From an optimization exercise on the open Yosys and OpenROAD flow, aimed at small area, a short achievable clock period and few clock cycles per item; shortcuts taken in it are not production practice.
In this exercise RTL edits were held to simulation tests only and were not proved equivalent to the original.

==> flow/design.v (outline; a module is shown in full before it is edited, if it fits) <==
// module full_adder: 10 lines
// module ntt_bfly: 929 lines
// module c_inv: 1 lines
// module c_buf: 1 lines
// module c_nand2: 1 lines
// module c_nor2: 1 lines
// module c_and2: 1 lines
// module c_or2: 1 lines
// module c_xor2: 1 lines
// module c_xnor2: 1 lines
// module c_a21o: 1 lines
// module c_o22ai: 1 lines
// module c_a22o: 1 lines
// module c_ha: 1 lines
// module c_nand2b: 1 lines
module ntt_bfly (
    input clk,
    input rst,
    input in_valid,
    input inv,
    input sub,
    input [16:0] a,
    input [16:0] b,
    input [16:0] tf,
    output out_valid,
    output [16:0] p
    );
  // ...
==> flow/flow/run.sh <==
#!/bin/bash
# Own flow: the standard layout (standard.sh: the standard synthesis and
# steps), except:
#  - the cells that buffer_ports puts on the ports: buf_2 on each output
#    (hook before global placement), buf_1 on each input.  Every port still
#    gets a buffer of its own.
#  - clock tree synthesis without dummy load cells.
set -euo pipefail
here=$(pwd)
printf 'buffer_ports -outputs -buffer_cell sky130_fd_sc_hd__buf_2\n' > "$here/buffer_outputs.tcl"
export PRE_GLOBAL_PLACE_TCL="$here/buffer_outputs.tcl"
export BUFFER_PORTS_ARGS="-inputs -buffer_cell sky130_fd_sc_hd__buf_1"
export CTS_ARGS="-sink_clustering_enable -repair_clock_nets -dont_use_dummy_load -buf_list sky130_fd_sc_hd__clkbuf_8 -sink_clustering_size 24 -sink_clustering_max_diameter 200"
bash standard.sh finish > standard_make.log 2>&1
==> flow/standard.sh <==
#!/bin/bash
# synth_recipe.tcl (not shown) runs the flow's synth.tcl, then flattens the netlist and writes it again
# the make line also repeats each setting of config.mk as NAME=value (left out here)
make -C /OpenROAD-flow-scripts/flow DESIGN_CONFIG=/design/flow/config.mk WORK_HOME=/design/flow/orfs CLKGATE_MAP_FILE= SYNTH_SCRIPT=/design/flow/synth_recipe.tcl "${@:-finish}"
==> flow/config.mk <==
export PLATFORM = sky130hd
export DESIGN_NAME = ntt_bfly
export DESIGN_NICKNAME = ntt_bfly
export VERILOG_FILES = /design/flow/design.v
export SDC_FILE = /design/flow/constraint.sdc
export NUM_CORES = 4
export LEC_CHECK = 0
export CAP_MARGIN = 20
export CORE_MARGIN = 2
export CORE_UTILIZATION = 40
export GPL_TIMING_DRIVEN = 0
export SLEW_MARGIN = 20
export SYNTH_HIERARCHICAL = 1
==> flow/constraint.sdc <==
create_clock -name core_clock -period 42.0 [get_ports {clk}]
set_input_delay 8.4000 -clock core_clock [delete_from_list [all_inputs] [get_ports {clk}]]
set_output_delay 8.4000 -clock core_clock [all_outputs]
set_load 0.01 [all_outputs]
==> impl_metrics.json, run 1 <==
{
  "grt_util_met2": 0.3647,
  "yosys.area_share.simple": 0.1036,
  "path_delay_family": "flip-flops",
  "hp-class": "reg2reg",
  "clkSinkCount": 72,
  "h-tree-depth": 3,
  "drc": 0,
  "drt_iter0_markers": 835,
  "fin_hold_ws_ns": 0.4406,
  "setup_viol": 0,
  "end_kind": "output pin",
  "nFillCells": 2351,
  "clock_area_frac": 0.01205,
  "reg2reg_depth": 24,
  "maxCapViolations": 0,
  "grtUsageTotal": 0.2360,
  "grt_use_met3": 0.06415,
  "period_minus_slack_ns": 9.200,
  "syn_avg_cell_area_um2": 9.918,
  "endpoint": "out_valid",
  "r2r-start": "tf_q[1]",
  "cp.required_ns": 33.60,
  "vias": 7467,
  "placedCellCount": 1344,
  "post_dp_cell_area_um2": 10150,
  "crit_slowest_cell": "dfxtp_1",
  "area_delta_synth_final_pct": 9.021,
  "postCtsHoldBufs": 0,
  "dr_wl_met3_um": 3363,
  "route.met2.wl_um": 12270,
  "wl_met1_um": 11270,
  "status": "timing/DRC/antenna clean"
}
Testbench counts, summed over its fixed seeds: cycles 24,008, items 24,000.
==> inputs of run 2 (changes only) <==
--- a/flow/design.v
+++ b/flow/design.v
@@ -36,17 +36,17 @@
         end
         inv_q <= inv;
         sub_q <= sub;
         a_q <= a;
         b_q <= b;
         tf_q <= tf;
         p_q <= p_d;
     end
-    wire n1, n2, n3, n4, n5, n6, n7, n8, n9, n10, n11, n12, n13, n14, n15, n16, n17, n18, n19, n20, n21, n22, n23, n24, n25, n26, n27, n28, n29, n30, n31, n32, n33, n34, n35, n36, n37, n38, n39, n40, n41, n42, n43, n44, n45, n46, n47, n48, n49, n50, n51, n52, n53, n54, n55, n56, n57, n58, n59, n60, n61, n62, n63, n64, n65, n66, n67, n68, n69, n70, n71, n72, n73, n74, n75, n76, n77, n78, n79, n80, n81, n82, n83, n84, n85, n86, n87, n88, n89, n90, n91, n92, n93, n94, n95, n96, n97, n98, n99, n100, n101, n102, n103, n104, n105, n106, n107, n108, n109, n110, n111, n112, n113, n114, n115, n116, n117, n118, n119, n120, n121, n122, n123, n124, n125, n126, n127, n128, n129, n130, n131, n132, n133, n134, n135, n136, n137, n138, n139, n140, n141, n142, n143, n144, n145, n146, n147, n148, n149, n150, n151, n152, n153, n154, n155, n156, n157, n158, n159, n160, n161, n162, n163, n164, n165, n166, n167, n168, n169, n170, n171, n172, n173, n174, n175, n176, n177, n178, n179, n180, n181, n182, n183, n184, n185, n186, n187, n188, n189, n190, n191, n192, n193, n194, n195, n196, n197, n198, n199, n200, n201, n202, n203, n204, n205, n206, n207, n208, n209, n210, n211, n212, n213, n214, n215, n216, n217, n218, n219, n220, n221, n222, n223, n224, n225, n226, n227, n228, n229, n230, n231, n232, n233, n234, n235, n236, n237, n238, n239, n240, n241, n242, n243, n244, n245, n246, n247, n248, n249, n250, n251, n252, n253, n254, n255, n256, n257, n258, n259, n260, n261, n262, n263, n264, n265, n266, n267, n268, n269, n270, n271, n272, n273, n274, n275, n276, n277, n278, n279, n280, n281, n282, n283, n284, n285, n286, n287, n288, n289, n290, n291, n292, n293, n294, n295, n296, n297, n298, n299, n300, n301, n302, n303, n304, n305, n306, n307, n308, n309, n310, n311, n312, n313, n314, n315, n316, n317, n318, n319, n320, n321, n322, n323, n324, n325, n326, n327, n328, n329, n330, n331, n332, n333, n334, n335, n336, n337, n338, n339, n340, n341, n342, n343, n344, n345, n346, n347, n348, n349, n350, n351, n352, n353, n354, n355, n356, n357, n358, n359, n360, n361, n362, n363, n364, n365, n366, n367, n368, n369, n370, n371, n372, n373, n374, n375, n376, n377, n378, n379, n380, n381, n382, n383, n384, n385, n386, n387, n388, n389, n390, n391, n392, n393, n394, n395, n396, n397, n398, n399, n400, n401, n402, n403, n404, n405, n406, n407, n408, n409, n410, n411, n412, n413, n414, n415, n416, n417, n418, n419, n420, n421, n422, n423, n424, n425, n426, n427, n428, n429, n430, n431, n432, n433, n434, n435, n436, n437, n438, n439, n440, n441, n442, n443, n444, n445, n446, n447, n448, n449, n450, n451, n452, n453, n454, n455, n456, n457, n458, n459, n460, n461, n462, n463, n464, n465, n466, n467, n468, n469, n470, n471, n472, n473, n474, n475, n476, n477, n478, n479, n480, n481, n482, n483, n484, n485, n486, n487, n488, n489, n490, n491, n492, n493, n494, n495, n496, n497, n498, n499, n500, n501, n502, n503, n504, n505, n506, n507, n508, n509, n510, n511, n512, n513, n514, n515, n516, n517, n518, n519, n520, n521, n522, n523, n524, n525, n526, n527, n528, n529, n530, n531, n532, n533, n534, n535, n536, n537, n538, n539, n540, n541, n542, n543, n544, n545, n546, n547, n548, n549, n550, n551, n552, n553, n554, n555, n556, n557, n558, n559, n560, n561, n562, n563, n564, n565, n566, n567, n568, n569, n570, n571, n572, n573, n574, n575, n576, n577, n578, n579, n580, n581, n582, n583, n584, n585, n586, n587, n588, n589, n590, n591, n592, n593, n594, n595, n596, n597, n598, n599, n600, n601, n602, n603, n604, n605, n606, n607, n608, n609, n610, n611, n612, n613, n614, n615, n616, n617, n618, n619, n620, n621, n622, n623, n624, n625, n626, n627, n628, n629, n630, n631, n632, n633, n634, n635, n636, n637, n638, n639, n640, n641, n642, n643, n644, n645, n646, n647, n648, n649, n650, n651, n652, n653, n654, n655, n656, n657, n658, n659, n660, n661, n662, n663, n664, n665, n666, n667, n668, n669, n670, n671, n672, n673, n674, n675, n676, n677, n678, n679, n680, n681, n682, n683, n684, n685, n686, n687, n688, n689, n690, n691, n692, n693, n694, n695, n696, n697, n698, n699, n700, n701, n702, n703, n704, n705, n706, n707, n708, n709, n710, n711, n712, n713, n714, n715, n716, n717, n718, n719, n720, n721, n722, n723, n724, n725, n726, n727, n728, n729, n730, n731, n732, n733, n734, n735, n736, n737, n738, n739, n740, n741, n742, n743, n744, n745, n746, n747, n748, n749, n750, n751, n752, n753, n754, n755, n756, n757, n758, n759, n760, n761, n762, n763, n764, n765, n766, n767, n768, n769, n770, n771, n772, n773, n774, n775, n776, n777, n778, n779, n780, n781, n782, n783, n784, n785, n786, n787, n788, n789, n790, n791, n792, n793, n794, n795, n796, n797, n798, n799, n800, n801, n802, n803, n804, n805, n806, n807, n808, n809, n810, n811, n812, n813, n814, n815, n816, n817, n818, n819, n820, n821, n822, n823, n824, n825, n826, n827, n828, n829, n830, n831, n832, n833, n834, n835, n836, n837, n838, n839, n840, n841, n842, n843, n844, n845, n846, n847, n848, n849, n850, n851, n852, n853, n854, n855, n856, n857, n858, n859, n860, n861, n862, n863, n864, n865, n866, n867, n868, n869, n870, n871, n872, n873, n874, n875, n876, n877, n878, n879, n880, n881, n882, n883, n884, n885, n886, n887, n888, n889, n890, n891, n892, n893, n894, n895, n896, n897, n898, n899, n900, n901, n902, n903, n904, n905, n906, n907, n908, n909, n910, n911, n912, n913, n914, n915, n916, n917, n918, n919, n920, n921, n922, n923, n924, n925, n926, n927, n928, n929, n930, n931, n932, n933, n934, n935, n936, n937, n938, n939, n940, n941, n942, n943, n944, n945, n946, n947, n948, n949, n950, n951, n952, n953, n954, n955, n956, n957, n958, n959, n960, n961, n962, n963, n964, n965, n966, n967, n968, n969, n970, n971, n972, n973, n974, n975, n976, n977, n978, n979, n980, n981, n982, n983, n984, n985, n986, n987, n988, n989, n990, n991, n992, n993, n994, n995, n996, n997, n998, n999, n1000, n1001, n1002, n1003, n1004, n1005, n1006, n1007, n1008, n1009, n1010, n1011, n1012, n1013, n1014, n1015, n1016, n1017, n1018, n1019, n1020, n1021, n1022, n1023, n1024, n1025, n1026, n1027, n1028, n1029, n1030, n1031, n1032, n1033, n1034, n1035, n1036, n1037, n1038, n1039, n1040, n1041, n1042, n1043, n1044, n1045, n1046, n1047, n1048, n1049, n1050, n1051, n1052, n1053, n1054, n1055, n1056;
+    wire n1, n2, n3, n4, n5, n6, n7, n8, n9, n10, n11, n12, n13, n14, n15, n16, n17, n18, n19, n20, n21, n22, n23, n24, n25, n26, n27, n28, n29, n30, n31, n32, n33, n34, n35, n36, n37, n38, n39, n40, n41, n42, n43, n44, n45, n46, n47, n48, n49, n50, n51, n52, n53, n54, n55, n56, n57, n58, n59, n60, n61, n62, n63, n64, n65, n66, n67, n68, n69, n70, n71, n72, n73, n74, n75, n76, n77, n78, n79, n80, n81, n82, n83, n84, n85, n86, n87, n88, n89, n90, n91, n92, n93, n94, n95, n96, n97, n98, n99, n100, n101, n102, n103, n104, n105, n106, n107, n108, n109, n110, n111, n112, n113, n114, n115, n116, n117, n118, n119, n120, n121, n122, n123, n124, n125, n126, n127, n128, n129, n130, n131, n132, n133, n134, n135, n136, n137, n138, n139, n140, n141, n142, n143, n144, n145, n146, n147, n148, n149, n150, n151, n152, n153, n154, n155, n156, n157, n158, n159, n160, n161, n162, n163, n164, n165, n166, n167, n168, n169, n170, n171, n172, n173, n174, n175, n176, n177, n178, n179, n180, n181, n182, n183, n184, n185, n186, n187, n188, n189, n190, n191, n192, n193, n194, n195, n196, n197, n198, n199, n200, n201, n202, n203, n204, n205, n206, n207, n208, n209, n210, n211, n212, n213, n214, n215, n216, n217, n218, n219, n220, n221, n222, n223, n224, n225, n226, n227, n228, n229, n230, n231, n232, n233, n234, n235, n236, n237, n238, n239, n240, n241, n242, n243, n244, n245, n246, n247, n248, n249, n250, n251, n252, n253, n254, n255, n256, n257, n258, n259, n260, n261, n262, n263, n264, n265, n266, n267, n268, n269, n270, n271, n272, n273, n274, n275, n276, n277, n278, n279, n280, n281, n282, n283, n284, n285, n286, n287, n288, n289, n290, n291, n292, n293, n294, n295, n296, n297, n298, n299, n300, n301, n302, n303, n304, n305, n306, n307, n308, n309, n310, n311, n312, n313, n314, n315, n316, n317, n318, n319, n320, n321, n322, n323, n324, n325, n326, n327, n328, n329, n330, n331, n332, n333, n334, n335, n336, n337, n338, n339, n340, n341, n342, n343, n344, n345, n346, n347, n348, n349, n350, n351, n352, n353, n354, n355, n356, n357, n358, n359, n360, n361, n362, n363, n364, n365, n366, n367, n368, n369, n370, n371, n372, n373, n374, n375, n376, n377, n378, n379, n380, n381, n382, n383, n384, n385, n386, n387, n388, n389, n390, n391, n392, n393, n394, n395, n396, n397, n398, n399, n400, n401, n402, n403, n404, n405, n406, n407, n408, n409, n410, n411, n412, n413, n414, n415, n416, n417, n418, n419, n420, n421, n422, n423, n424, n425, n426, n427, n428, n429, n430, n431, n432, n433, n434, n435, n436, n437, n438, n439, n440, n441, n442, n443, n444, n445, n446, n447, n448, n449, n450, n451, n452, n453, n454, n455, n456, n457, n458, n459, n460, n461, n462, n463, n464, n465, n466, n467, n468, n469, n470, n471, n472, n473, n474, n475, n476, n477, n478, n479, n480, n481, n482, n483, n484, n485, n486, n487, n488, n489, n490, n491, n492, n493, n494, n495, n496, n497, n498, n499, n500, n501, n502, n503, n504, n505, n506, n507, n508, n509, n510, n511, n512, n513, n514, n515, n516, n517, n518, n519, n520, n521, n522, n523, n524, n525, n526, n527, n528, n529, n530, n531, n532, n533, n534, n535, n536, n537, n538, n539, n540, n541, n542, n543, n544, n545, n546, n547, n548, n549, n550, n551, n552, n553, n554, n555, n556, n557, n558, n559, n560, n561, n562, n563, n564, n565, n566, n567, n568, n569, n570, n571, n572, n573, n574, n575, n576, n577, n578, n579, n580, n581, n582, n583, n584, n585, n586, n587, n588, n589, n590, n591, n592, n593, n594, n595, n596, n597, n598, n599, n600, n601, n602, n603, n604, n605, n606, n607, n608, n609, n610, n611, n612, n613, n614, n615, n616, n617, n618, n619, n620, n621, n622, n623, n624, n625, n626, n627, n628, n629, n630, n631, n632, n633, n634, n635, n636, n637, n638, n639, n640, n641, n642, n643, n644, n645, n646, n647, n648, n649, n650, n651, n652, n653, n654, n655, n656, n657, n658, n659, n660, n661, n662, n663, n664, n665, n666, n667, n668, n669, n670, n671, n672, n673, n674, n675, n676, n677, n678, n679, n680, n681, n682, n683, n684, n685, n686, n687, n688, n689, n690, n691, n692, n693, n694, n695, n696, n697, n698, n699, n700, n701, n702, n703, n704, n705, n706, n707, n708, n709, n710, n711, n712, n713, n714, n715, n716, n717, n718, n719, n720, n721, n722, n723, n724, n725, n726, n727, n728, n729, n730, n731, n732, n733, n734, n735, n736, n737, n738, n739, n740, n741, n742, n743, n744, n745, n746, n747, n748, n749, n750, n751, n752, n753, n754, n755, n756, n757, n758, n759, n760, n761, n762, n763, n764, n765, n766, n767, n768, n769, n770, n771, n772, n773, n774, n775, n776, n777, n778, n779, n780, n781, n782, n783, n784, n785, n786, n787, n788, n789, n790, n791, n792, n793, n794, n795, n796, n797, n798, n799, n800, n801, n802, n803, n804, n805, n806, n807, n808, n809, n810, n811, n812, n813, n814, n815, n816, n817, n818, n819, n820, n821, n822, n823, n824, n825, n826, n827, n828, n829, n830, n831, n832, n833, n834, n835, n836, n837, n838, n839, n840, n841, n842, n843, n844, n845, n846, n847, n848, n849, n850, n851, n852, n853, n854, n855, n856, n857, n858, n859, n860, n861, n862, n863, n864, n865, n866, n867, n868, n869, n870, n871, n872, n873, n874, n875, n876, n877, n878, n879, n880, n881, n882, n883, n884, n885, n886, n887, n888, n889, n890, n891, n892, n893, n894, n895, n896, n897, n898, n899, n900, n901, n902, n903, n904, n905, n906, n907, n908, n909, n910, n911, n912, n913, n914, n915, n916, n917, n918, n919, n920, n921, n922, n923, n924, n925, n926, n927, n928, n929, n930, n931, n932, n933, n934, n935, n936, n937, n938, n939, n940, n941, n942, n943, n944, n945, n946, n947, n948, n949, n950, n951, n952, n953, n954, n955, n956, n957, n958, n959, n960, n961, n962, n963, n964, n965, n966, n967, n968, n969, n970, n971, n972, n973, n974, n975, n976, n977, n978, n979, n980, n981, n982, n983, n984, n985, n986, n987, n988, n989, n990, n991, n992, n993, n994, n995, n996, n997, n998, n999, n1000, n1001, n1002, n1003, n1004, n1005, n1006, n1007, n1008, n1009, n1010, n1011, n1012, n1013, n1014, n1015, n1016, n1017, n1018, n1019, n1020, n1021, n1022, n1023, n1024, n1025, n1026, n1027, n1028, n1029, n1030, n1031, n1032, n1033, n1034;
     c_inv u1(.a(inv_q), .y(n1));
     c_inv u2(.a(sub_q), .y(n2));
     c_nor2 u3(.a(inv_q), .b(sub_q), .y(n3));
     c_buf u4(.a(n3), .y(n4));
     c_or2 u5(.a(inv_q), .b(sub_q), .y(n5));
     c_buf u6(.a(n5), .y(n6));
     c_nor2 u7(.a(inv_q), .b(n2), .y(n7));
     c_buf u8(.a(n7), .y(n8));
@@ -830,117 +830,95 @@
     c_ha u960(.a(n922), .b(n939), .s(n959), .co(n960));
     c_ha u962(.a(n924), .b(n941), .s(n961), .co(n962));
     c_ha u964(.a(n926), .b(n943), .s(n963), .co(n964));
     c_ha u966(.a(n928), .b(n945), .s(n965), .co(n966));
     c_ha u968(.a(n930), .b(n947), .s(n967), .co(n968));
     c_ha u970(.a(n932), .b(n949), .s(n969), .co(n970));
     c_a21o u971(.a1(n955), .a2(n954), .b1(n956), .y(n971));
     c_and2 u972(.a(n955), .b(n953), .y(n972));
-    c_and2 u973(.a(n938), .b(n958), .y(n973));
-    c_and2 u974(.a(n938), .b(n957), .y(n974));
-    c_and2 u975(.a(n940), .b(n960), .y(n975));
-    c_and2 u976(.a(n940), .b(n959), .y(n976));
-    c_and2 u977(.a(n942), .b(n962), .y(n977));
-    c_and2 u978(.a(n942), .b(n961), .y(n978));
-    c_and2 u979(.a(n944), .b(n964), .y(n979));
-    c_and2 u980(.a(n944), .b(n963), .y(n980));
-    c_and2 u981(.a(n946), .b(n966), .y(n981));
-    c_and2 u982(.a(n946), .b(n965), .y(n982));
-    c_and2 u983(.a(n948), .b(n968), .y(n983));
-    c_and2 u984(.a(n948), .b(n967), .y(n984));
-    c_and2 u985(.a(n950), .b(n970), .y(n985));
-    c_and2 u986(.a(n950), .b(n969), .y(n986));
-    c_a21o u987(.a1(n974), .a2(n971), .b1(n973), .y(n987));
-    c_and2 u988(.a(n974), .b(n972), .y(n988));
-    c_a21o u989(.a1(n978), .a2(n975), .b1(n977), .y(n989));
-    c_and2 u990(.a(n978), .b(n976), .y(n990));
-    c_a21o u991(.a1(n982), .a2(n979), .b1(n981), .y(n991));
-    c_and2 u992(.a(n982), .b(n980), .y(n992));
-    c_a21o u993(.a1(n986), .a2(n983), .b1(n985), .y(n993));
-    c_and2 u994(.a(n986), .b(n984), .y(n994));
-    c_a21o u995(.a1(n990), .a2(n987), .b1(n989), .y(n995));
-    c_and2 u996(.a(n990), .b(n988), .y(n996));
-    c_a21o u997(.a1(n994), .a2(n991), .b1(n993), .y(n997));
-    c_and2 u998(.a(n994), .b(n992), .y(n998));
-    c_a21o u999(.a1(n998), .a2(n995), .b1(n997), .y(n999));
-    c_and2 u1000(.a(n998), .b(n996), .y(n1000));
-    c_a21o u1001(.a1(n992), .a2(n995), .b1(n991), .y(n1001));
-    c_and2 u1002(.a(n992), .b(n996), .y(n1002));
-    c_a21o u1003(.a1(n976), .a2(n987), .b1(n975), .y(n1003));
-    c_and2 u1004(.a(n976), .b(n988), .y(n1004));
-    c_a21o u1005(.a1(n980), .a2(n995), .b1(n979), .y(n1005));
-    c_and2 u1006(.a(n980), .b(n996), .y(n1006));
-    c_a21o u1007(.a1(n984), .a2(n1001), .b1(n983), .y(n1007));
-    c_and2 u1008(.a(n984), .b(n1002), .y(n1008));
-    c_a21o u1009(.a1(n957), .a2(n971), .b1(n958), .y(n1009));
-    c_and2 u1010(.a(n957), .b(n972), .y(n1010));
-    c_a21o u1011(.a1(n959), .a2(n987), .b1(n960), .y(n1011));
-    c_and2 u1012(.a(n959), .b(n988), .y(n1012));
-    c_a21o u1013(.a1(n961), .a2(n1003), .b1(n962), .y(n1013));
-    c_and2 u1014(.a(n961), .b(n1004), .y(n1014));
-    c_a21o u1015(.a1(n963), .a2(n995), .b1(n964), .y(n1015));
-    c_and2 u1016(.a(n963), .b(n996), .y(n1016));
-    c_a21o u1017(.a1(n965), .a2(n1005), .b1(n966), .y(n1017));
-    c_and2 u1018(.a(n965), .b(n1006), .y(n1018));
-    c_a21o u1019(.a1(n967), .a2(n1001), .b1(n968), .y(n1019));
-    c_and2 u1020(.a(n967), .b(n1002), .y(n1020));
-    c_a21o u1021(.a1(n969), .a2(n1007), .b1(n970), .y(n1021));
-    c_and2 u1022(.a(n969), .b(n1008), .y(n1022));
-    c_inv u1023(.a(n999), .y(n1023));
-    c_buf u1024(.a(n1023), .y(n1024));
-    c_xor2 u1025(.a(n953), .b(n1024), .y(n1025));
-    c_a21o u1026(.a1(n953), .a2(n1024), .b1(n954), .y(n1026));
-    c_xor2 u1027(.a(n955), .b(n1026), .y(n1027));
-    c_a21o u1028(.a1(n972), .a2(n1024), .b1(n971), .y(n1028));
-    c_xor2 u1029(.a(n957), .b(n1028), .y(n1029));
-    c_a21o u1030(.a1(n1010), .a2(n1024), .b1(n1009), .y(n1030));
-    c_xor2 u1031(.a(n938), .b(n1030), .y(n1031));
-    c_a21o u1032(.a1(n988), .a2(n1024), .b1(n987), .y(n1032));
-    c_xor2 u1033(.a(n959), .b(n1032), .y(n1033));
-    c_a21o u1034(.a1(n1012), .a2(n1024), .b1(n1011), .y(n1034));
-    c_xor2 u1035(.a(n940), .b(n1034), .y(n1035));
-    c_a21o u1036(.a1(n1004), .a2(n1024), .b1(n1003), .y(n1036));
-    c_xor2 u1037(.a(n961), .b(n1036), .y(n1037));
-    c_a21o u1038(.a1(n1014), .a2(n1024), .b1(n1013), .y(n1038));
-    c_xor2 u1039(.a(n942), .b(n1038), .y(n1039));
-    c_a21o u1040(.a1(n996), .a2(n1024), .b1(n995), .y(n1040));
-    c_xor2 u1041(.a(n963), .b(n1040), .y(n1041));
-    c_a21o u1042(.a1(n1016), .a2(n1024), .b1(n1015), .y(n1042));
-    c_xor2 u1043(.a(n944), .b(n1042), .y(n1043));
-    c_a21o u1044(.a1(n1006), .a2(n1024), .b1(n1005), .y(n1044));
-    c_xor2 u1045(.a(n965), .b(n1044), .y(n1045));
-    c_a21o u1046(.a1(n1018), .a2(n1024), .b1(n1017), .y(n1046));
-    c_xor2 u1047(.a(n946), .b(n1046), .y(n1047));
-    c_a21o u1048(.a1(n1002), .a2(n1024), .b1(n1001), .y(n1048));
-    c_xor2 u1049(.a(n967), .b(n1048), .y(n1049));
-    c_a21o u1050(.a1(n1020), .a2(n1024), .b1(n1019), .y(n1050));
-    c_xor2 u1051(.a(n948), .b(n1050), .y(n1051));
-    c_a21o u1052(.a1(n1008), .a2(n1024), .b1(n1007), .y(n1052));
-    c_xor2 u1053(.a(n969), .b(n1052), .y(n1053));
-    c_a21o u1054(.a1(n1022), .a2(n1024), .b1(n1021), .y(n1054));
-    c_xor2 u1055(.a(n950), .b(n1054), .y(n1055));
-    c_and2 u1056(.a(n1023), .b(n1000), .y(n1056));
-    assign p_d[0] = n1025;
-    assign p_d[1] = n1027;
-    assign p_d[2] = n1029;
-    assign p_d[3] = n1031;
-    assign p_d[4] = n1033;
-    assign p_d[5] = n1035;
-    assign p_d[6] = n1037;
-    assign p_d[7] = n1039;
-    assign p_d[8] = n1041;
-    assign p_d[9] = n1043;
-    assign p_d[10] = n1045;
-    assign p_d[11] = n1047;
-    assign p_d[12] = n1049;
-    assign p_d[13] = n1051;
-    assign p_d[14] = n1053;
-    assign p_d[15] = n1055;
-    assign p_d[16] = n1056;
+    c_a21o u973(.a1(n957), .a2(n971), .b1(n958), .y(n973));
+    c_and2 u974(.a(n957), .b(n972), .y(n974));
+    c_and2 u975(.a(n938), .b(n973), .y(n975));
+    c_and2 u976(.a(n938), .b(n974), .y(n976));
+    c_a21o u977(.a1(n959), .a2(n975), .b1(n960), .y(n977));
+    c_and2 u978(.a(n959), .b(n976), .y(n978));
+    c_and2 u979(.a(n940), .b(n977), .y(n979));
+    c_and2 u980(.a(n940), .b(n978), .y(n980));
+    c_a21o u981(.a1(n961), .a2(n979), .b1(n962), .y(n981));
+    c_and2 u982(.a(n961), .b(n980), .y(n982));
+    c_and2 u983(.a(n942), .b(n981), .y(n983));
+    c_and2 u984(.a(n942), .b(n982), .y(n984));
+    c_a21o u985(.a1(n963), .a2(n983), .b1(n964), .y(n985));
+    c_and2 u986(.a(n963), .b(n984), .y(n986));
+    c_and2 u987(.a(n944), .b(n985), .y(n987));
+    c_and2 u988(.a(n944), .b(n986), .y(n988));
+    c_a21o u989(.a1(n965), .a2(n987), .b1(n966), .y(n989));
+    c_and2 u990(.a(n965), .b(n988), .y(n990));
+    c_and2 u991(.a(n946), .b(n989), .y(n991));
+    c_and2 u992(.a(n946), .b(n990), .y(n992));
+    c_a21o u993(.a1(n967), .a2(n991), .b1(n968), .y(n993));
+    c_and2 u994(.a(n967), .b(n992), .y(n994));
+    c_and2 u995(.a(n948), .b(n993), .y(n995));
+    c_and2 u996(.a(n948), .b(n994), .y(n996));
+    c_a21o u997(.a1(n969), .a2(n995), .b1(n970), .y(n997));
+    c_and2 u998(.a(n969), .b(n996), .y(n998));
+    c_and2 u999(.a(n950), .b(n997), .y(n999));
+    c_and2 u1000(.a(n950), .b(n998), .y(n1000));
+    c_inv u1001(.a(n999), .y(n1001));
+    c_buf u1002(.a(n1001), .y(n1002));
+    c_xor2 u1003(.a(n953), .b(n1002), .y(n1003));
+    c_a21o u1004(.a1(n953), .a2(n1002), .b1(n954), .y(n1004));
+    c_xor2 u1005(.a(n955), .b(n1004), .y(n1005));
+    c_a21o u1006(.a1(n972), .a2(n1002), .b1(n971), .y(n1006));
+    c_xor2 u1007(.a(n957), .b(n1006), .y(n1007));
+    c_a21o u1008(.a1(n974), .a2(n1002), .b1(n973), .y(n1008));
+    c_xor2 u1009(.a(n938), .b(n1008), .y(n1009));
+    c_a21o u1010(.a1(n976), .a2(n1002), .b1(n975), .y(n1010));
+    c_xor2 u1011(.a(n959), .b(n1010), .y(n1011));
+    c_a21o u1012(.a1(n978), .a2(n1002), .b1(n977), .y(n1012));
+    c_xor2 u1013(.a(n940), .b(n1012), .y(n1013));
+    c_a21o u1014(.a1(n980), .a2(n1002), .b1(n979), .y(n1014));
+    c_xor2 u1015(.a(n961), .b(n1014), .y(n1015));
+    c_a21o u1016(.a1(n982), .a2(n1002), .b1(n981), .y(n1016));
+    c_xor2 u1017(.a(n942), .b(n1016), .y(n1017));
+    c_a21o u1018(.a1(n984), .a2(n1002), .b1(n983), .y(n1018));
+    c_xor2 u1019(.a(n963), .b(n1018), .y(n1019));
+    c_a21o u1020(.a1(n986), .a2(n1002), .b1(n985), .y(n1020));
+    c_xor2 u1021(.a(n944), .b(n1020), .y(n1021));
+    c_a21o u1022(.a1(n988), .a2(n1002), .b1(n987), .y(n1022));
+    c_xor2 u1023(.a(n965), .b(n1022), .y(n1023));
+    c_a21o u1024(.a1(n990), .a2(n1002), .b1(n989), .y(n1024));
+    c_xor2 u1025(.a(n946), .b(n1024), .y(n1025));
+    c_a21o u1026(.a1(n992), .a2(n1002), .b1(n991), .y(n1026));
+    c_xor2 u1027(.a(n967), .b(n1026), .y(n1027));
+    c_a21o u1028(.a1(n994), .a2(n1002), .b1(n993), .y(n1028));
+    c_xor2 u1029(.a(n948), .b(n1028), .y(n1029));
+    c_a21o u1030(.a1(n996), .a2(n1002), .b1(n995), .y(n1030));
+    c_xor2 u1031(.a(n969), .b(n1030), .y(n1031));
+    c_a21o u1032(.a1(n998), .a2(n1002), .b1(n997), .y(n1032));
+    c_xor2 u1033(.a(n950), .b(n1032), .y(n1033));
+    c_and2 u1034(.a(n1001), .b(n1000), .y(n1034));
+    assign p_d[0] = n1003;
+    assign p_d[1] = n1005;
+    assign p_d[2] = n1007;
+    assign p_d[3] = n1009;
+    assign p_d[4] = n1011;
+    assign p_d[5] = n1013;
+    assign p_d[6] = n1015;
+    assign p_d[7] = n1017;
+    assign p_d[8] = n1019;
+    assign p_d[9] = n1021;
+    assign p_d[10] = n1023;
+    assign p_d[11] = n1025;
+    assign p_d[12] = n1027;
+    assign p_d[13] = n1029;
+    assign p_d[14] = n1031;
+    assign p_d[15] = n1033;
+    assign p_d[16] = n1034;
     assign out_valid = v1;
     assign p = p_q;
 endmodule
 module c_inv(input a, output y); assign y = ~a; endmodule
 module c_buf(input a, output y); assign y = a; endmodule
 module c_nand2(input a, input b, output y); assign y = ~(a & b); endmodule
 module c_nor2(input a, input b, output y); assign y = ~(a | b); endmodule
 module c_and2(input a, input b, output y); assign y = a & b; endmodule
==> flow/flow/run.sh (replaced) <==
#!/bin/bash
# Own flow: the standard layout (standard.sh: the standard synthesis and
# steps), except:
#  - the cells that buffer_ports puts on the ports: buf_2 on each output
#    (hook before global placement), buf_1 on each input.  Every port still
#    gets a buffer of its own.
#  - clock tree synthesis without dummy load cells.
set -euo pipefail
here=$(pwd)
printf 'buffer_ports -outputs -buffer_cell sky130_fd_sc_hd__buf_2\n' > "$here/buffer_outputs.tcl"
export PRE_GLOBAL_PLACE_TCL="$here/buffer_outputs.tcl"
export BUFFER_PORTS_ARGS="-inputs -buffer_cell sky130_fd_sc_hd__buf_1"
export CTS_ARGS="-sink_clustering_enable -repair_clock_nets -dont_use_dummy_load -root_buf sky130_fd_sc_hd__clkbuf_16 -buf_list sky130_fd_sc_hd__clkbuf_8 -sink_clustering_size 24 -sink_clustering_max_diameter 200"
bash standard.sh finish > standard_make.log 2>&1
==> run 2 against run 1 <==
  * Still clean
  * Fmax grew 0.29%
  * Critical path depth stayed put
  * First-iteration DRC count is 8.7% lower
  * Hold slack better by 0.0088 ns
  * Sequential share of layout area grew 0.14 points
  * Area after synthesis fell by 1.6%
  * Global-route usage fell by 0.44 points
  * Critical path type unchanged
  * Largest cell class unchanged
==> impl_metrics.json, run 2 <==
{
  "status": "timing/DRC/antenna clean",
  "grt_first_pass_wirelength_um": 42600,
  "design.die.area_um2": 24430,
  "min_to": "v1",
  "grt_pass1_vias": 7370,
  "drv_slew": 0,
  "vias": 7243,
  "hp-class": "reg2reg",
  "clock.fmax_mhz": 109.0,
  "cp.required_ns": 33.60,
  "async_reset_ff_frac": 0,
  "worstHoldStart": "v0",
  "synth_area_leaders": "fa_1, dfxtp_1, xor2_1, o22ai_1, xnor2_1",
  "min_path_cells": 1,
  "max_slew_margin": 0.1845,
  "period_minus_slack_ns": 9.173,
  "netlist_area_um2": 9280,
  "grt_max_degree": 20,
  "wl_per_cell_um": 21.05,
  "core-area_um2": 22710,
  "multi_input_area_um2": 7506,
  "diodes": 0,
  "rr_endpoint": "p_q[9]",
  "critPathBufInv": 1,
  "area_delta_synth_final_pct": 9.721,
  "synth.top_cell.area_share": 0.3128,
  "postCtsSetupRepairBufs": 0,
  "maxCapViolations": 0,
  "hold_viol_final": 0,
  "reg2reg_depth": 36,
  "yosysUniqueCellTypes": 16,
  "syn_avg_cell_area_um2": 9.989,
  "ioPinCount": 74,
  "yosysWarnings": 7,
  "cts-resized-gates": 0,
  "start_util": 0.4087,
  "netlist_instances": 929,
  "seq_area_frac_synth": 0.1553,
  "path_max_fanout": 1,
  "viasPerCell": 5.584,
  "cts.path.max_buffers": 2,
  "setup_viol": 0,
  "port_buffers": 73,
  "path_delay_family": "flip-flops",
  "drc": 0,
  "path_depth": 1,
  "h-tree-depth": 3,
  "antenna_found_initial": 0,
  "final-seq-area_um2": 1441,
  "die_x_um": 156.3,
  "drt-total-wl_um": 27310,
  "grtUsageTotal": 0.2317,
  "postLayoutCoreUtil": 0.4484,
  "synth.most_common_cell": "o22ai_1",
  "drtPass1Iterations": 6,
  "layout_commonest_cell": "o22ai_1",
  "postCtsHoldBufs": 0,
  "synth_top_cells_by_count": "o22ai_1, xor2_1, fa_1",
  "crit_slowest_cell": "dfxtp_1",
  "die_y_um": 156.3,
  "post-route-period-util": 0.2184,
  "overflow": 0,
  "critPathLaunchType": "register",
  "cp.arrival_ns": 0.77,
  "cpPeakStageDelay_ns": 0.30,
  "postRouteAntennaNets": 0,
  "ys_ff_latch": 72,
  "path_cells": "buf_2",
  "rows": 55,
  "clkLatencyLatePin_ns": 0.35,
  "end_kind": "output pin",
  "hpwl_um": 20530,
  "rsz0062_at_grt": "false",
  "path_class": "reg2out",
  "cts_tree": "done",
  "timing.setup.tns_ns": 0,
  "rrSetupSlack_ns": 33.03,
  "r2r-start": "tf_q[1]",
  "cts_made_buffers": 9,
  "cts_root_buf": "clkbuf_16",
  "synth_edf_count": 0,
  "worst_pin_slew_ns": 1.219,
  "layout_common_cells": "o22ai_1, xor2_1, fa_1",
  "drt_iter0_markers": 762,
  "clkTransAtPathRegs_ns": 0.06,
  "fin_nets": 1249,
  "place_congestion": 1.010,
  "fin_skew_ns": 0.01925,
  "nFillCells": 2235,
  "clkSinkCount": 72,
  "drive_gt1_frac": 0.06522,
  "syn_nets": 1164,
  "yosysTopAreaCell": "fa_1",
  "ys.flop_type": "dfxtp_1"
}
[run 2: cell count changes after synthesis]
| cell | delta |
|---|---|
| and2_1 | -11 |
| a21o_1 | -11 |
[run 2: layout make-up]
| type | instances | share of cell area |
|---|---|---|
| flip-flops and latches | 72 | 0.1416 |
| multi-input cells | 800 | 0.7372 |
| repair buffers | 74 | 0.03023 |
| clock buffers | 9 | 0.02212 |
| inverters | 22 | 0.008110 |
| plain buffers | 35 | 0.02580 |
| well taps | 285 | 0.03502 |
[run 2: metal layers]
metal,part of all wire,vias up,global-route usage
met5,0,-,0
met4,0.025,0,0.07252
met3,0.11,58,0.05456
met2,0.45,445,0.3633
met1,0.41,3451,0.3177
li1,-,3289,-
[run 2: cells by family (layout without fill, tap and decap cells)]
logic type / after synthesis / in the layout / synth area share
xor gates and xnor gates: 236 / 236 / 0.2227
and+or+nand+nor: 200 / 200 / 0.09788
AOI/OAI and AO/OA: 185 / 185 / 0.1282
adders and majority gates: 179 / 179 / 0.3586
DFF: 72 / 72 / 0.1553
buffers and inverters: 57 / 140 / 0.03721
[run 2: Yosys stat by module (local to each module, per instance)]
module,times used,cells inside,flip-flops and latches,cell area (um^2)
c_a21o,24,1,0,7.507
c_a22o,1,1,0,8.758
c_and2,24,1,0,6.256
c_buf,35,1,0,7.507
c_ha,34,1,0,12.51
c_inv,22,1,0,3.754
c_nand2,31,1,0,3.754
c_nand2b,8,1,0,6.256
c_nor2,106,1,0,3.754
c_o22ai,160,1,0,6.256
c_or2,29,1,0,6.256
c_xnor2,81,1,0,8.758
c_xor2,155,1,0,8.758
full_adder,145,1,0,20.02
ntt_bfly,1,74,72,1454
[run 2: through the flow]
step | area [um^2] | hold slack [ns] | instances | setup slack [ns]
after floorplan | 9280 | 0.4138 | 929 | 33.27
after global placement | 9933 | 0.4465 | 1287 | 32.70
after detailed placement | 9950 | 0.4419 | 1288 | 33.05
after CTS | 10170 | 0.4541 | 1297 | 32.81
after global routing | 10180 | 0.4707 | 1297 | 32.53
final | 10180 | 0.4494 | 1297 | 32.83
[run 2: how the worst max path moves through the flow]
stage / from / end / slack (ns)
floorplan: v1 / out_valid / 33.27
global placement: sub_q / p_q[12] / 32.70
detailed placement: tf_q[13] / p_q[6] / 33.05
CTS: v1 / out_valid / 32.81
global route: tf_q[1] / p_q[9] / 32.53
finish: v1 / out_valid / 32.83
Testbench counts of run 2, summed over its fixed seeds: cycles 24,008, items 24,000.
==> inputs of run 3 (changes only) <==
--- a/flow/flow/run.sh
+++ b/flow/flow/run.sh
@@ -10,5 +10,5 @@
 printf 'buffer_ports -outputs -buffer_cell sky130_fd_sc_hd__buf_2\n' > "$here/buffer_outputs.tcl"
 export PRE_GLOBAL_PLACE_TCL="$here/buffer_outputs.tcl"
 export BUFFER_PORTS_ARGS="-inputs -buffer_cell sky130_fd_sc_hd__buf_1"
-export CTS_ARGS="-sink_clustering_enable -repair_clock_nets -dont_use_dummy_load -root_buf sky130_fd_sc_hd__clkbuf_16 -buf_list sky130_fd_sc_hd__clkbuf_8 -sink_clustering_size 24 -sink_clustering_max_diameter 200"
+export CTS_ARGS="-sink_clustering_enable -repair_clock_nets -dont_use_dummy_load -buf_list sky130_fd_sc_hd__clkbuf_8 -sink_clustering_size 36 -sink_clustering_max_diameter 400 -sink_clustering_levels 1"
 bash standard.sh finish > standard_make.log 2>&1
==> run 3 against run 2 <==
  * Still clean
  * Final cell count unchanged
  * Die area unchanged
  * Design area decreased by 1.0%
  * Global-route usage is essentially flat
  * Worst setup slack lost 0.032 ns
  * Via count grew 0.69%
  * Critical endpoint unchanged
==> impl_metrics.json, run 3 <==
{
  "die_x_um": 156.3,
  "place_congestion": 1.010,
  "design.die.area_um2": 24430,
  "period_minus_slack_ns": 9.205,
  "cts_made_buffers": 9,
  "postRouteAntennaNets": 0,
  "antenna_found_initial": 0,
  "seq_area_frac_synth": 0.1553,
  "status": "timing/DRC/antenna clean",
  "netlist_area_um2": 9280,
  "path_delay_family": "flip-flops",
  "postCtsSetupRepairBufs": 0,
  "yosysUniqueCellTypes": 16,
  "rows": 55,
  "cts_root_buf": "clkbuf_8",
  "ioPinCount": 74,
  "h-tree-depth": 3,
  "drive_gt1_frac": 0.06522,
  "critPathLaunchType": "register",
  "grtUsageTotal": 0.2317,
  "start_util": 0.4087,
  "postCtsHoldBufs": 0,
  "port_buffers": 73,
  "cts.path.max_buffers": 2,
  "fin_nets": 1249,
  "drc": 0,
  "path_class": "reg2out",
  "timing.setup.tns_ns": 0,
  "grt_max_degree": 20,
  "drtPass1Iterations": 8,
  "synth_edf_count": 0,
  "crit_slowest_cell": "dfxtp_1",
  "synth.top_cell.area_share": 0.3128,
  "overflow": 0,
  "end_kind": "output pin",
  "place_ws_ns": 33.05,
  "maxCapViolations": 0,
  "layout_commonest_cell": "o22ai_1",
  "yosysWarnings": 7,
  "synth_top_cells_by_count": "o22ai_1, xor2_1, fa_1",
  "path_cells": "buf_2",
  "vias": 7293,
  "syn_avg_cell_area_um2": 9.989,
  "hold_viol_final": 0,
  "fin_skew_ns": 0.02757,
  "area_delta_synth_final_pct": 8.629,
  "hp-class": "reg2reg",
  "grt_first_pass_wirelength_um": 42590,
  "max_slew_margin": 0.1370,
  "layout_common_cells": "o22ai_1, xor2_1, fa_1",
  "netlist_instances": 929,
  "post-route-period-util": 0.2192,
  "cp.required_ns": 33.60,
  "grt_pass1_vias": 7337,
  "async_reset_ff_frac": 0,
  "viasPerCell": 5.623,
  "die_y_um": 156.3,
  "clkSinkCount": 72,
  "diodes": 0,
  "core-area_um2": 22710,
  "critPathBufInv": 1,
  "setup_ws_ns": 32.79,
  "rsz0062_at_grt": "false",
  "yosysTopAreaCell": "fa_1",
  "setup_viol": 0,
  "worst_pin_slew_ns": 1.290,
  "hpwl_um": 20530,
  "path_max_fanout": 1,
  "postLayoutCoreUtil": 0.4439,
  "cts_tree": "done",
  "cts-resized-gates": 0,
  "synth.most_common_cell": "o22ai_1",
  "ys_ff_latch": 72,
  "drt_iter0_markers": 849,
  "synth_area_leaders": "fa_1, dfxtp_1, xor2_1, o22ai_1, xnor2_1",
  "clock.fmax_mhz": 108.6,
  "clkLatencyLatePin_ns": 0.37,
  "drv_slew": 0,
  "wl_per_cell_um": 21.18,
  "syn_nets": 1164,
  "clkTransAtPathRegs_ns": 0.09,
  "cp.arrival_ns": 0.81,
  "drt-total-wl_um": 27470,
  "cpPeakStageDelay_ns": 0.31,
  "ys.flop_type": "dfxtp_1"
}
-- run 3: cell type report --
type	instances	area, um^2
tap	285	356.6
clock buffer	9	123.9
sequential	72	1441
fill	2240	12630
buffer	35	262.8
timing repair buffer	74	307.8
inverter	22	82.58
multi-input combinational	800	7506
-- run 3: kinds of logic (layout without fill, tap and decap cells) --
logic type / Yosys count / count (layout) / share of synthesized area
xor gates and xnor gates: 236 / 236 / 0.2227
and+or+nand+nor: 200 / 200 / 0.09788
AOI/OAI and AO/OA: 185 / 185 / 0.1282
adders and majority gates: 179 / 179 / 0.3586
DFF: 72 / 72 / 0.1553
buffers and inverters: 57 / 140 / 0.03721
-- run 3: per-stage QoR --
stage	area, um^2	cells	hold WS, ns
2_1_floorplan	9280	929	0.4138
3_3_place_gp	9933	1287	0.4465
3_5_place_dp	9950	1288	0.4419
4_1_cts	10070	1297	0.4584
5_1_grt	10080	1297	0.4754
6_report	10080	1297	0.4547
-- run 3: modules after synthesis, one instance, submodules excluded, a selection --
module    cell area, um^2  flip-flops and latches  cells inside
c_nand2b            6.256                       0             1
c_nand2             3.754                       0             1
c_buf               7.507                       0             1
c_xor2              8.758                       0             1
ntt_bfly             1454                      72            74
c_or2               6.256                       0             1
-- run 3: final timing paths --
kind	from	end	slack, ns	depth (start not counted)
setup / recovery	v1	out_valid	32.79	1
hold reg to reg	v0	v1	0.45	1
hold / removal	v0	v1	0.45	1
setup reg to reg	tf_q[1]	p_q[9]	32.97	36
-- run 3: per-layer routing --
| layer | GRT usage | wire [um] | vias up | share of wire |
|---|---|---|---|---|
| li1 | - | - | 3295 | - |
| met1 | 0.3194 | 11440 | 3465 | 0.42 |
| met2 | 0.3631 | 12030 | 465 | 0.44 |
| met3 | 0.05234 | 3164 | 68 | 0.12 |
| met4 | 0.07252 | 831 | 0 | 0.030 |
| met5 | 0 | 0 | - | 0 |
==> inputs of run 4 (changes only) <==
--- a/flow/flow/run.sh
+++ b/flow/flow/run.sh
@@ -10,5 +10,5 @@
 printf 'buffer_ports -outputs -buffer_cell sky130_fd_sc_hd__buf_2\n' > "$here/buffer_outputs.tcl"
 export PRE_GLOBAL_PLACE_TCL="$here/buffer_outputs.tcl"
 export BUFFER_PORTS_ARGS="-inputs -buffer_cell sky130_fd_sc_hd__buf_1"
-export CTS_ARGS="-sink_clustering_enable -repair_clock_nets -dont_use_dummy_load -buf_list sky130_fd_sc_hd__clkbuf_8 -sink_clustering_size 36 -sink_clustering_max_diameter 400 -sink_clustering_levels 1"
+export CTS_ARGS="-sink_clustering_enable -repair_clock_nets -dont_use_dummy_load -buf_list sky130_fd_sc_hd__clkbuf_8 -sink_clustering_size 24 -sink_clustering_max_diameter 200"
 bash standard.sh finish > standard_make.log 2>&1
==> run 4 against run 3 <==
  * Final cell count unchanged
  * Register-to-register slack about the same
  * Synthesized cell count unchanged
  * Core utilization is the same
  * Global-route usage did not move
  * Hold slack is the same
  * Sequential cell count stayed put
  * Wire length did not move
  * Die area unchanged
  * Sequential share of layout area is the same
  * Worst setup slack is the same
  * Critical path type unchanged
  * Largest cell class unchanged
==> impl_metrics.json, run 4 <==
{
  "synth_top_cells_by_count": "o22ai_1, xor2_1, fa_1",
  "cp.arrival_ns": 0.81,
  "ys.flop_type": "dfxtp_1",
  "synth_mux_area_frac": 0,
  "post_dp_cell_area_um2": 9950,
  "yosysTopAreaCell": "fa_1",
  "maxCapViolations": 0,
  "async_reset_ff_frac": 0,
  "vias": 7293,
  "drtPass1Iterations": 8,
  "netlist_area_um2": 9280,
  "drv_slew": 0,
  "diodes": 0,
  "reg2reg_depth": 36,
  "drc": 0,
  "timing.setup.tns_ns": 0,
  "overflow": 0,
  "postCtsHoldBufs": 0,
  "core-area_um2": 22710,
  "rsz0062_at_grt": "false",
  "postRouteAntennaNets": 0,
  "synth_edf_count": 0,
  "fin_hold_ws_ns": 0.4547,
  "start_util": 0.4087,
  "design.die.area_um2": 24430,
  "grt_pass1_vias": 7337,
  "min_path_cells": 1,
  "critPathBufInv": 1,
  "fin_skew_ns": 0.02757,
  "rows": 55,
  "cts-resized-gates": 0,
  "place_congestion": 1.010,
  "grt_max_degree": 20,
  "drt-total-wl_um": 27470,
  "crit_slowest_cell": "dfxtp_1",
  "cts.path.max_buffers": 2,
  "period_minus_slack_ns": 9.205,
  "cts_tree": "done",
  "grtUsageTotal": 0.2317,
  "clkTransAtPathRegs_ns": 0.09,
  "fin_nets": 1249,
  "end_kind": "output pin",
  "critPathLaunchType": "register",
  "area_delta_synth_final_pct": 8.629,
  "rr_endpoint": "p_q[9]",
  "yosys.area_share.simple": 0.09788,
  "ys_ff_latch": 72,
  "die_y_um": 156.3,
  "path_class": "reg2out",
  "clock.fmax_mhz": 108.6,
  "path_cells": "buf_2",
  "ioPinCount": 74,
  "post-route-period-util": 0.2192,
  "port_buffers": 73,
  "drt_iter0_markers": 849,
  "r2r-start": "tf_q[1]",
  "status": "timing/DRC/antenna clean",
  "setup_viol": 0,
  "seq_area_frac_synth": 0.1553,
  "synth.most_common_cell": "o22ai_1",
  "cts_made_buffers": 9,
  "final_cell_area_um2": 10080,
  "hp-class": "reg2reg",
  "netlist_instances": 929,
  "drive_gt1_frac": 0.06522,
  "max_slew_margin": 0.1370,
  "hpwl_um": 20530,
  "viasPerCell": 5.623,
  "cp.required_ns": 33.60,
  "nFillCells": 2240,
  "path_delay_family": "flip-flops",
  "rrSetupSlack_ns": 32.97,
  "yosysUniqueCellTypes": 16,
  "worst_pin_slew_ns": 1.290,
  "synth_area_leaders": "fa_1, dfxtp_1, xor2_1, o22ai_1, xnor2_1",
  "min_to": "v1",
  "grt_first_pass_wirelength_um": 42590,
  "syn_nets": 1164,
  "cpPeakStageDelay_ns": 0.31,
  "h-tree-depth": 3,
  "path_max_fanout": 1,
  "hold_viol_final": 0,
  "clkSinkCount": 72,
  "yosysWarnings": 7,
  "wl_per_cell_um": 21.18,
  "postCtsSetupRepairBufs": 0,
  "layout_commonest_cell": "o22ai_1",
  "synth_top_family_by_area": "adder cells",
  "clkLatencyLatePin_ns": 0.37,
  "layout_common_cells": "o22ai_1, xor2_1, fa_1",
  "die_x_um": 156.3,
  "synth-compound-area-share": 0.1282,
  "synth.top_cell.area_share": 0.3128,
  "yosys.area_share.xor_xnor": 0.2227,
  "cts_root_buf": "clkbuf_8",
  "synthAdderAreaFrac": 0.3586,
  "syn_avg_cell_area_um2": 9.989,
  "antenna_found_initial": 0,
  "worstHoldStart": "v0"
}
## run 4: cell counts after synthesis
No cell type changed its count.
## run 4: logic make-up (layout without fill, tap and decap cells)
group | Yosys count | count (layout)
XOR/XNOR | 236 | 236
adder cells (fa/ha/maj) | 179 | 179
AO/OA/AOI/OAI | 185 | 185
AND/OR/NAND/NOR | 200 | 200
flip-flops | 72 | 72
buffers and inverters | 57 | 140
## run 4: metrics by stage
| stage | setup WS [ns] | utilization | cells |
|---|---|---|---|
| 6_report | 32.79 | 0.4439 | 1297 |
| 5_1_grt | 32.50 | 0.4439 | 1297 |
| 4_1_cts | 32.77 | 0.4436 | 1297 |
| 3_5_place_dp | 33.05 | 0.4381 | 1288 |
| 3_3_place_gp | 32.70 | 0.4374 | 1287 |
| 2_1_floorplan | 33.27 | - | 929 |
## run 4: area by class of cell
class	instances	area, um^2	share of cell area
plain buffers	35	262.8	0.02606
clock buffers	9	123.9	0.01229
inverters	22	82.58	0.008192
multi-input cells	800	7506	0.7446
flip-flops and latches	72	1441	0.1430
well taps	285	356.6	0.03537
repair buffers	74	307.8	0.03053
## run 4: routing by layer
| metal | part of all wire | GRT usage | vias up |
|---|---|---|---|
| met1 | 0.42 | 0.3194 | 3465 |
| met3 | 0.12 | 0.05234 | 68 |
| met4 | 0.030 | 0.07252 | 0 |
| met2 | 0.44 | 0.3631 | 465 |
| met5 | 0 | 0 | - |
| li1 | - | - | 3295 |
## run 4: worst max path at each step
stage / slack [ns] / end / from / depth (start not counted)
floorplan: 33.27 / out_valid / v1 / 0
global placement: 32.70 / p_q[12] / sub_q / 31
detailed placement: 33.05 / p_q[6] / tf_q[13] / 36
CTS: 32.77 / out_valid / v1 / 1
global route: 32.50 / p_q[9] / tf_q[1] / 36
finish: 32.79 / out_valid / v1 / 1
## run 4: Yosys stat by module (local to each module, per instance), excerpt
module / cells / area [um^2]
ntt_bfly: 74 / 1454
full_adder: 1 / 20.02
c_ha: 1 / 12.51
c_xor2: 1 / 8.758
c_buf: 1 / 7.507
c_o22ai: 1 / 6.256
c_or2: 1 / 6.256
c_inv: 1 / 3.754
c_nand2: 1 / 3.754

-- port drivers added, routing unchanged --
How much do the figures lean on ideal ports? The routed layouts below were timed once more, with nothing changed but the port constraints. Step 1, drivers: a clkbuf_16 drives clk and a buf_2 each remaining input, both assumed. Step 2 moves the port delays by t, midway between the first and last clock arrival at a register: inputs arrive t later, outputs are due t later. That takes back most of the time a late clock gives input paths. a / b / c = no drivers / after step 1 / after step 2; a / b = the first two.
| run | t (ns) | slack for setup (ns) | hold slack, ns | worst data-port slew with drivers (ns) | cell pins on the clock port's net |
|---|---|---|---|---|---|
| run 1 | 0.400 | 32.801 / 32.757 / 33.157 | 0.441 / 0.441 / 0.441 | 0.03 | 1 |
| run 2 | 0.387 | 32.827 / 32.782 / 33.026 | 0.449 / 0.449 / 0.449 | 0.03 | 1 |
| run 3 | 0.400 | 32.795 / 32.755 / 32.966 | 0.455 / 0.455 / 0.455 | 0.03 | 1 |
| run 4 | 0.400 | 32.795 / 32.755 / 32.966 | 0.455 / 0.455 / 0.455 | 0.03 | 1 |
After both steps setup and hold are still met in every run listed.
